Source: an optimization exercise on an open RTL-to-GDS flow (aim: small area and a short achievable clock period). Production flows keep margins and buffers that such runs may drop. In this exercise RTL edits were held to simulation tests only and were not proved equivalent to the original.

==> flow/design.v, too long to show whole: its modules and the start of the top module <==
// module ALU: 80 lines
// module udiv32: 28 lines
// module bmul33: 1828 lines
module ALU
#(
	parameter ALU_WIDTH=32
)
(
	input                     clk,
	input                     rst_n,
	input                     opcodeValid,
	input  [7-1:0]            opcode,
	input  [3-1:0]            f3,
	input  [12-1:0]           imm,
	input  [ALU_WIDTH-1:0]    rs1,
	input  [ALU_WIDTH-1:0]    rs2,
	output [ALU_WIDTH-1:0]    aluOut
);
  // ...
==> flow/run.sh <==
#!/bin/bash
# synth_recipe.tcl (not shown) runs the flow's synth.tcl, then flattens the netlist and writes it again
# the make line also repeats each setting of config.mk as NAME=value (left out here)
make -C /OpenROAD-flow-scripts/flow DESIGN_CONFIG=/design/flow/config.mk WORK_HOME=/design/flow/orfs CLKGATE_MAP_FILE= SYNTH_SCRIPT=/design/flow/synth_recipe.tcl finish
==> flow/config.mk <==
export PLATFORM = sky130hd
export DESIGN_NAME = ALU
export DESIGN_NICKNAME = ALU
export VERILOG_FILES = /design/flow/design.v
export SDC_FILE = /design/flow/constraint.sdc
export NUM_CORES = 4
export LEC_CHECK = 0
export ABC_AREA = 1
export CAP_MARGIN = 20
export CORE_MARGIN = 2
export CORE_UTILIZATION = 35
export CTS_CLUSTER_DIAMETER = 50
export CTS_CLUSTER_SIZE = 6
export SLEW_MARGIN = 20
==> flow/constraint.sdc <==
create_clock -name core_clock -period 150.0 [get_ports {clk}]
set_input_delay 30.0000 -clock core_clock [delete_from_list [all_inputs] [get_ports {clk}]]
set_output_delay 30.0000 -clock core_clock [all_outputs]
set_load 0.01 [all_outputs]
==> impl_metrics.tcl, run 1 <==
set metrics [dict create \
    status "no timing/DRC/antenna violations" \
    wl_met1_um 104000 \
    use_met3_pct 7.32 \
    drt-vias-per-instance 5.68 \
    ff_latch_area_um2 801 \
    drtPass1Iterations 8 \
    core_um2 183000 \
    nWellTaps 2464 \
    use_met2_pct 47.3 \
    grt.overflow.total 0 \
    synth-simple-area-share_pct 22.8 \
    routedWlPerCell_um 23.5 \
    crit_end "alu_result_q[26]" \
    max-slew-margin-rel_pct 24.7 \
    seq_area_share_pct 1.18 \
    dp_hpwl_um 206000 \
    htree_levels 2 \
    crit_type "in2reg" \
    cpMaxStageDelayCell "inv_1" \
    cts_tree "built" \
    synth_top_area_share_pct 17.1 \
    start_kind "primary input" \
    yosysWarningCount 2 \
    hold_ws_ps 30110 \
    drtIter0Drc 6793 \
    fin_crit_sh_pct 76.8 \
    crit_top_cell "nand2_1" \
    wl_um 280000 \
]
==> module ALU, before the edit <==
module ALU
#(
	parameter ALU_WIDTH=32
)
(
	input                     clk,
	input                     rst_n,
	input                     opcodeValid,
	input  [7-1:0]            opcode,
	input  [3-1:0]            f3,
	input  [12-1:0]           imm,
	input  [ALU_WIDTH-1:0]    rs1,
	input  [ALU_WIDTH-1:0]    rs2,
	output [ALU_WIDTH-1:0]    aluOut
);
	localparam [6:0] ALU_I_OP = 7'b0010011;
	localparam [6:0] ALU_R_OP = 7'b0110011;
	wire is_i = (opcode == ALU_I_OP);
	wire is_r = (opcode == ALU_R_OP);
	wire is_m = is_r & imm[5];           
	wire f7_5 = imm[10];                 
	wire [31:0] op2 = is_r ? rs2 : {{20{imm[11]}}, imm};
	wire        sub = f3[1] | (is_r & f7_5);
	wire [32:0] sum = {1'b0, rs1} + {1'b0, op2 ^ {32{sub}}} + {32'd0, sub};
	wire        ltu = ~sum[32];
	wire        lts = ltu ^ rs1[31] ^ op2[31];
	wire [4:0]  sh = op2[4:0];
	wire        left = ~f3[2];
	wire [31:0] rs1_rev;
	genvar gi;
	generate for (gi = 0; gi < 32; gi = gi + 1) begin : rev1
		assign rs1_rev[gi] = rs1[31-gi];
	end endgenerate
	wire [31:0] sh_in = left ? rs1_rev : rs1;
	wire        sh_fill = ~left & f7_5 & rs1[31];
	wire [31:0] sh_r = $signed({sh_fill, sh_in}) >>> sh;
	wire [31:0] sh_out;
	generate for (gi = 0; gi < 32; gi = gi + 1) begin : rev2
		assign sh_out[gi] = left ? sh_r[31-gi] : sh_r[gi];
	end endgenerate
	wire        m_sa = f3[0] ^ f3[1];    
	wire        m_sb = f3[0] & ~f3[1];   
	wire [63:0] prod;
	bmul33 u_mul (.x({m_sa & rs1[31], rs1}), .y({m_sb & rs2[31], rs2}), .p(prod));
	wire [31:0] mul_out = (f3[1:0] == 2'b00) ? prod[31:0] : prod[63:32];
	wire        d_signed = ~f3[0];
	wire        na = d_signed & rs1[31];
	wire        nb = d_signed & rs2[31];
	wire [31:0] ua = na ? -rs1 : rs1;
	wire [31:0] ub = nb ? -rs2 : rs2;
	wire [31:0] quo, rem;
	udiv32 u_div (.a(ua), .d(ub), .q(quo), .r(rem));
	wire        is_rem = f3[1];
	wire        b_zero = (rs2 == 32'd0);
	wire        d_neg = is_rem ? na : ((na ^ nb) & ~b_zero);
	wire [31:0] d_mag = is_rem ? rem : quo;
	wire [31:0] div_out = d_neg ? -d_mag : d_mag;
	reg [31:0] alu_result_d;
	always @* begin
		alu_result_d = 32'd0;
		if (is_m)
			alu_result_d = f3[2] ? div_out : mul_out;
		else if (is_i | is_r)
			case (f3)
				3'd0: alu_result_d = sum[31:0];
				3'd1: alu_result_d = sh_out;
				3'd2: alu_result_d = {31'd0, lts};
				3'd3: alu_result_d = {31'd0, ltu};
				3'd4: alu_result_d = rs1 ^ op2;
				3'd5: alu_result_d = sh_out;
				3'd6: alu_result_d = rs1 | op2;
				default: alu_result_d = rs1 & op2;
			endcase
	end
	reg [31:0] alu_result_q;
	always @(posedge clk or negedge rst_n)
		if (!rst_n) alu_result_q <= 32'd0;
		else        alu_result_q <= alu_result_d;
	assign aluOut = alu_result_q;
endmodule
==> run 2: changes to the inputs <==
--- a/flow/design.v
+++ b/flow/design.v
@@ -80,4 +80,12 @@
 	wire        sub = f3[1] | (is_r & f7_5);
-	wire [32:0] sum = {1'b0, rs1} + {1'b0, op2 ^ {32{sub}}} + {32'd0, sub};
-	wire        ltu = ~sum[32];
+	wire [31:0] op2x = op2 ^ {32{sub}};
+	wire [32:0] cy;
+	wire [31:0] sum;
+	assign cy[0] = sub;
+	genvar gi;
+	generate for (gi = 0; gi < 32; gi = gi + 1) begin : add
+		assign sum[gi]  = rs1[gi] ^ op2x[gi] ^ cy[gi];
+		assign cy[gi+1] = (rs1[gi] & op2x[gi]) | (rs1[gi] & cy[gi]) | (op2x[gi] & cy[gi]);
+	end endgenerate
+	wire        ltu = ~cy[32];
 	wire        lts = ltu ^ rs1[31] ^ op2[31];
@@ -85,19 +93,12 @@
 	wire        left = ~f3[2];
-	wire [31:0] rs1_rev;
-	genvar gi;
-	generate for (gi = 0; gi < 32; gi = gi + 1) begin : rev1
-		assign rs1_rev[gi] = rs1[31-gi];
-	end endgenerate
-	wire [31:0] sh_in = left ? rs1_rev : rs1;
-	wire        sh_fill = ~left & f7_5 & rs1[31];
-	wire [31:0] sh_r = $signed({sh_fill, sh_in}) >>> sh;
-	wire [31:0] sh_out;
-	generate for (gi = 0; gi < 32; gi = gi + 1) begin : rev2
-		assign sh_out[gi] = left ? sh_r[31-gi] : sh_r[gi];
-	end endgenerate
-	wire        m_sa = f3[0] ^ f3[1];    
-	wire        m_sb = f3[0] & ~f3[1];   
+	wire        sh_zero = (sh == 5'd0);
+	wire [4:0]  sh_e = left ? sh : (5'd0 - sh);
+	wire [31:0] sh_hot = 32'd1 << sh_e;
+	wire        use_low = is_m ? (f3[1:0] == 2'b00) : (left | sh_zero);
+	wire        m_sa = is_m ? (f3[0] ^ f3[1]) : (f7_5 & rs1[31] & ~left) ;
+	wire        m_sb = is_m & f3[0] & ~f3[1];
+	wire [32:0] m_y  = is_m ? {m_sb & rs2[31], rs2} : {1'b0, sh_hot};
 	wire [63:0] prod;
-	bmul33 u_mul (.x({m_sa & rs1[31], rs1}), .y({m_sb & rs2[31], rs2}), .p(prod));
-	wire [31:0] mul_out = (f3[1:0] == 2'b00) ? prod[31:0] : prod[63:32];
+	bmul33 u_mul (.x({m_sa & rs1[31], rs1}), .y(m_y), .p(prod));
+	wire [31:0] mul_out = use_low ? prod[31:0] : prod[63:32];
 	wire        d_signed = ~f3[0];
@@ -105,4 +106,5 @@
 	wire        nb = d_signed & rs2[31];
-	wire [31:0] ua = na ? -rs1 : rs1;
-	wire [31:0] ub = nb ? -rs2 : rs2;
+	wire [31:0] ua, ub;
+	cneg32 u_nega (.x(rs1), .s(na), .y(ua));
+	cneg32 u_negb (.x(rs2), .s(nb), .y(ub));
 	wire [31:0] quo, rem;
@@ -113,3 +115,4 @@
 	wire [31:0] d_mag = is_rem ? rem : quo;
-	wire [31:0] div_out = d_neg ? -d_mag : d_mag;
+	wire [31:0] div_out;
+	cneg32 u_negd (.x(d_mag), .s(d_neg), .y(div_out));
 	reg [31:0] alu_result_d;
@@ -122,3 +125,3 @@
 				3'd0: alu_result_d = sum[31:0];
-				3'd1: alu_result_d = sh_out;
+				3'd1: alu_result_d = mul_out;
 				3'd2: alu_result_d = {31'd0, lts};
@@ -126,3 +129,3 @@
 				3'd4: alu_result_d = rs1 ^ op2;
-				3'd5: alu_result_d = sh_out;
+				3'd5: alu_result_d = mul_out;
 				3'd6: alu_result_d = rs1 | op2;
@@ -137,2 +140,20 @@
 endmodule
+module cneg32(input [31:0] x, input s, output [31:0] y);
+	wire [31:0] lo [0:5];        
+	assign lo[0] = x;
+	genvar l, j;
+	generate for (l = 0; l < 5; l = l + 1) begin : lvl
+		for (j = 0; j < 32; j = j + 1) begin : b
+			if (j >= (1 << l)) begin : m
+				assign lo[l+1][j] = lo[l][j] | lo[l][j - (1 << l)];
+			end else begin : p
+				assign lo[l+1][j] = lo[l][j];
+			end
+		end
+	end endgenerate
+	assign y[0] = x[0];
+	generate for (j = 1; j < 32; j = j + 1) begin : o
+		assign y[j] = x[j] ^ (s & lo[5][j-1]);
+	end endgenerate
+endmodule
 module udiv32(input [31:0] a, input [31:0] d, output [31:0] q, output [31:0] r);
--- a/flow/config.mk
+++ b/flow/config.mk
@@ -10,3 +10,3 @@
 export CORE_MARGIN = 2
-export CORE_UTILIZATION = 35
+export CORE_UTILIZATION = 65
 export CTS_CLUSTER_DIAMETER = 50
==> run 2 against run 1 <==
Against the previous run:
- still clean
- clock-buffer cell count stayed put
- non-clock buffer count down 26
- cell area fell by 6.1%
- final cell count down 14%
- die area fell by 48%
- synthesized area shrank 4.6%
- sequential cell count stayed put
- via count down 2.6%
- fmax rose by 0.19%
- synthesized cell count is 4.5% lower
==> impl_metrics.tcl, run 2 <==
set metrics [dict create \
    regMostFlops "alu_result_q" \
    critPathCaptureType "register" \
    crit_top_cell "nand2_1" \
    max-slew-margin-rel_pct 27.0 \
    synth_flop_cell "dfrtp_1" \
    cts_buffer_depth 2 \
    dp_slack_ps 36870 \
    period_minus_slack_ps 114950 \
    htree_levels 2 \
    status "no timing/DRC/antenna violations" \
    rows 112 \
    ys_types 78 \
    grt_pass1_wl_um 365000 \
    mostFrequentLayoutCells "nand2_1 (1843), inv_1 (1334), xor2_1 (790)" \
    first_global_vias 62600 \
    start_kind "primary input" \
    crit_start "rs1[0]" \
    dieArea_um2 96900 \
    hold_viol 0 \
    yosysSeqAreaShare_pct 1.30 \
    wl_um 244000 \
    grt.overflow.total 0 \
    async_reset_ff_share_pct 100 \
    postCtsResizedCells 0 \
    fin_cells 10300 \
    synth_top_area_share_pct 18.9 \
    syn_area_um2 61400 \
    drt-vias-per-instance 6.40 \
    cap_violations 0 \
    cts_setup_buffers 0 \
    syn_nets 10400 \
    fin_crit_sh_pct 76.6 \
    ant_nets 0 \
    worstPathArrival_ps 115060 \
    antenna_found_initial 22 \
    cts_root_buf "clkbuf_16" \
    grt_max_degree 64 \
    cp.required_ps 150110 \
    cts_sinks 32 \
    path_depth 466 \
    crit_family "simple AND/OR/NAND/NOR gates" \
    worst_pin_slew_ps 1090 \
    setup_slack_ps 35050 \
    crit_type "in2reg" \
    initial_core_util_pct 65.7 \
    syn_to_final_growth_pct 4.27 \
    worst-path-buf-inv 59 \
    fin_util_pct 68.5 \
    globalRouteTotalUtil_pct 48.8 \
    ioPinCount 121 \
    port_buffers 119 \
    vias 65900 \
    drc_errors 0 \
    yosys.area.top_type "fa_1" \
    synth.most_common_cell "nand2_1" \
    syn_avg_cell_area_um2 6.73 \
    synthCells 9124 \
    dp_hpwl_um 183000 \
    dpl.cell_count 10300 \
    rsz0062_at_grt "false" \
    cpMaxStageDelayCell "clkinv_1" \
    largest_register_ffs 32 \
    die_h_um 311 \
    postCtsHoldBufs 0 \
    finish.net_count 10300 \
    setup_viol 0 \
    final_common_cell "nand2_1" \
    cts_tree "built" \
    drtPass1Iterations 10 \
    fmax_ghz 0.00870 \
    cts_made_buffers 5 \
    top_regs "alu_result_q: 32 flops" \
    synth_area_leaders "fa_1 (19%), ha_1 (13%), xor2_1 (11%), nand2_1 (11%), inv_1 (8.2%)" \
    drtIter0Drc 7373 \
    crit_fanout 47 \
    slew_viol_final 0 \
    die_x_um 311 \
    crit_end "alu_result_q[27]" \
    place.gp.congestion 1.09 \
    holdCritPathClass "in2async" \
    drive_gt1_share_pct 6.49 \
    synth_edf_count 0 \
    synthTopCellsByCount "nand2_1 (1844), inv_1 (1335), xor2_1 (793)" \
    core_um2 93500 \
    yosysWarningCount 3 \
    cpPeakStageDelay_ps 810 \
    clk_pin_slew_worst_paths_ps 60 \
    routedWlPerCell_um 23.7 \
    synth-seq-cells 32 \
    tns_ps 0 \
]
[run 2: cell types whose count changed after synthesis, moves of 28 or more]
cell,before,now
a21oi_1,719,627
buf_1,94,52
clkbuf_8,33,0
fa_1,549,579
ha_1,706,657
inv_1,1293,1335
nand2_2,106,68
o21ai_0,544,316
o21ai_2,58,28
xor2_1,821,793
[run 2: cell families (layout without fill, tap and decap cells)]
family	after synthesis	in the layout	synth area share, %
AOI/OAI and AO/OA	1868	1868	17.8
xor gates and xnor gates	969	969	13.8
adders and majority gates	1236	1236	32.3
buffers and inverters	1828	1727	11.7
DFF	32	32	1.30
muxes	7	7	0.114
other	0	10	0
and+or+nand+nor	3184	3184	22.9
[run 2: per-layer routing]
layer	vias up	global-route usage, %	share of wire (%)
met5	-	2.87	0.25
met4	34	30.2	8.3
met3	1363	23.2	16
met2	4417	70.3	39
met1	30400	58.2	36
li1	29600	-	-
[run 2: worst min path at each step]
| stage | endpoint | slack, ps | cells after the start |
|---|---|---|---|
| final | alu_result_q[23] | 29800 | 1 |
| after detailed placement | alu_result_q[23] | 30110 | 1 |
| after global placement | alu_result_q[23] | 30090 | 1 |
| after global routing | alu_result_q[22] | 29840 | 1 |
| after floorplan | alu_result_q[0] | 29700 | 0 |
| after CTS | alu_result_q[21] | 29800 | 1 |
[run 2: stage by stage]
stage / hold slack (ps) / instance area (µm²)
5_1_grt: 29840 / 64000
4_1_cts: 29800 / 64000
3_3_place_gp: 30090 / 63800
3_5_place_dp: 30110 / 63800
2_1_floorplan: 29700 / 61400
6_report: 29800 / 64000
[run 2: layout make-up]
type | count | area (µm²)
Sequential cell | 32 | 801
Tap cell | 1254 | 1570
Clock buffer | 5 | 125
Antenna cell | 10 | 25.0
Fill cell | 8455 | 29400
Timing Repair Buffer | 299 | 2530
Inverter | 1420 | 5340
Clock inverter | 3 | 23.8
Multi-Input combinational cell | 7264 | 53600

what the ideal ports hide:
The flow's constraints put no driver on any port. The routed layouts listed below were extracted and timed again, unchanged, in two steps.
Step 1: set_driving_cell puts a clkbuf_16 on clk and a buf_2 on each other input, an assumption about the parent block.
Step 2, shift: input delay + t, output delay - t, t = (earliest + latest rising clock arrival at the registers) / 2. This alone moves slack from input paths to output paths.
Three values: no drivers, after step 1, after step 2; two values: the first two.
| run | t, ns | setup slack, ns | hold slack, ns | clock arrival spread, ns | worst register clock-pin slew, ns |
|---|---|---|---|---|---|
| run 1 | 0.300 | 34.831 / 34.835 / 34.535 | 30.112 / 30.108 / 30.408 | 0.004 / 0.004 | 0.05 / 0.05 |
| run 2 | 0.351 | 35.047 / 34.978 / 34.627 | 29.797 / 29.769 / 30.120 | 0.019 / 0.019 | 0.07 / 0.07 |
After both steps every run listed still meets setup and hold. For run 2, which loses most, drivers alone change the setup slack by -0.069 ns; drivers and shift together by -0.420 ns.
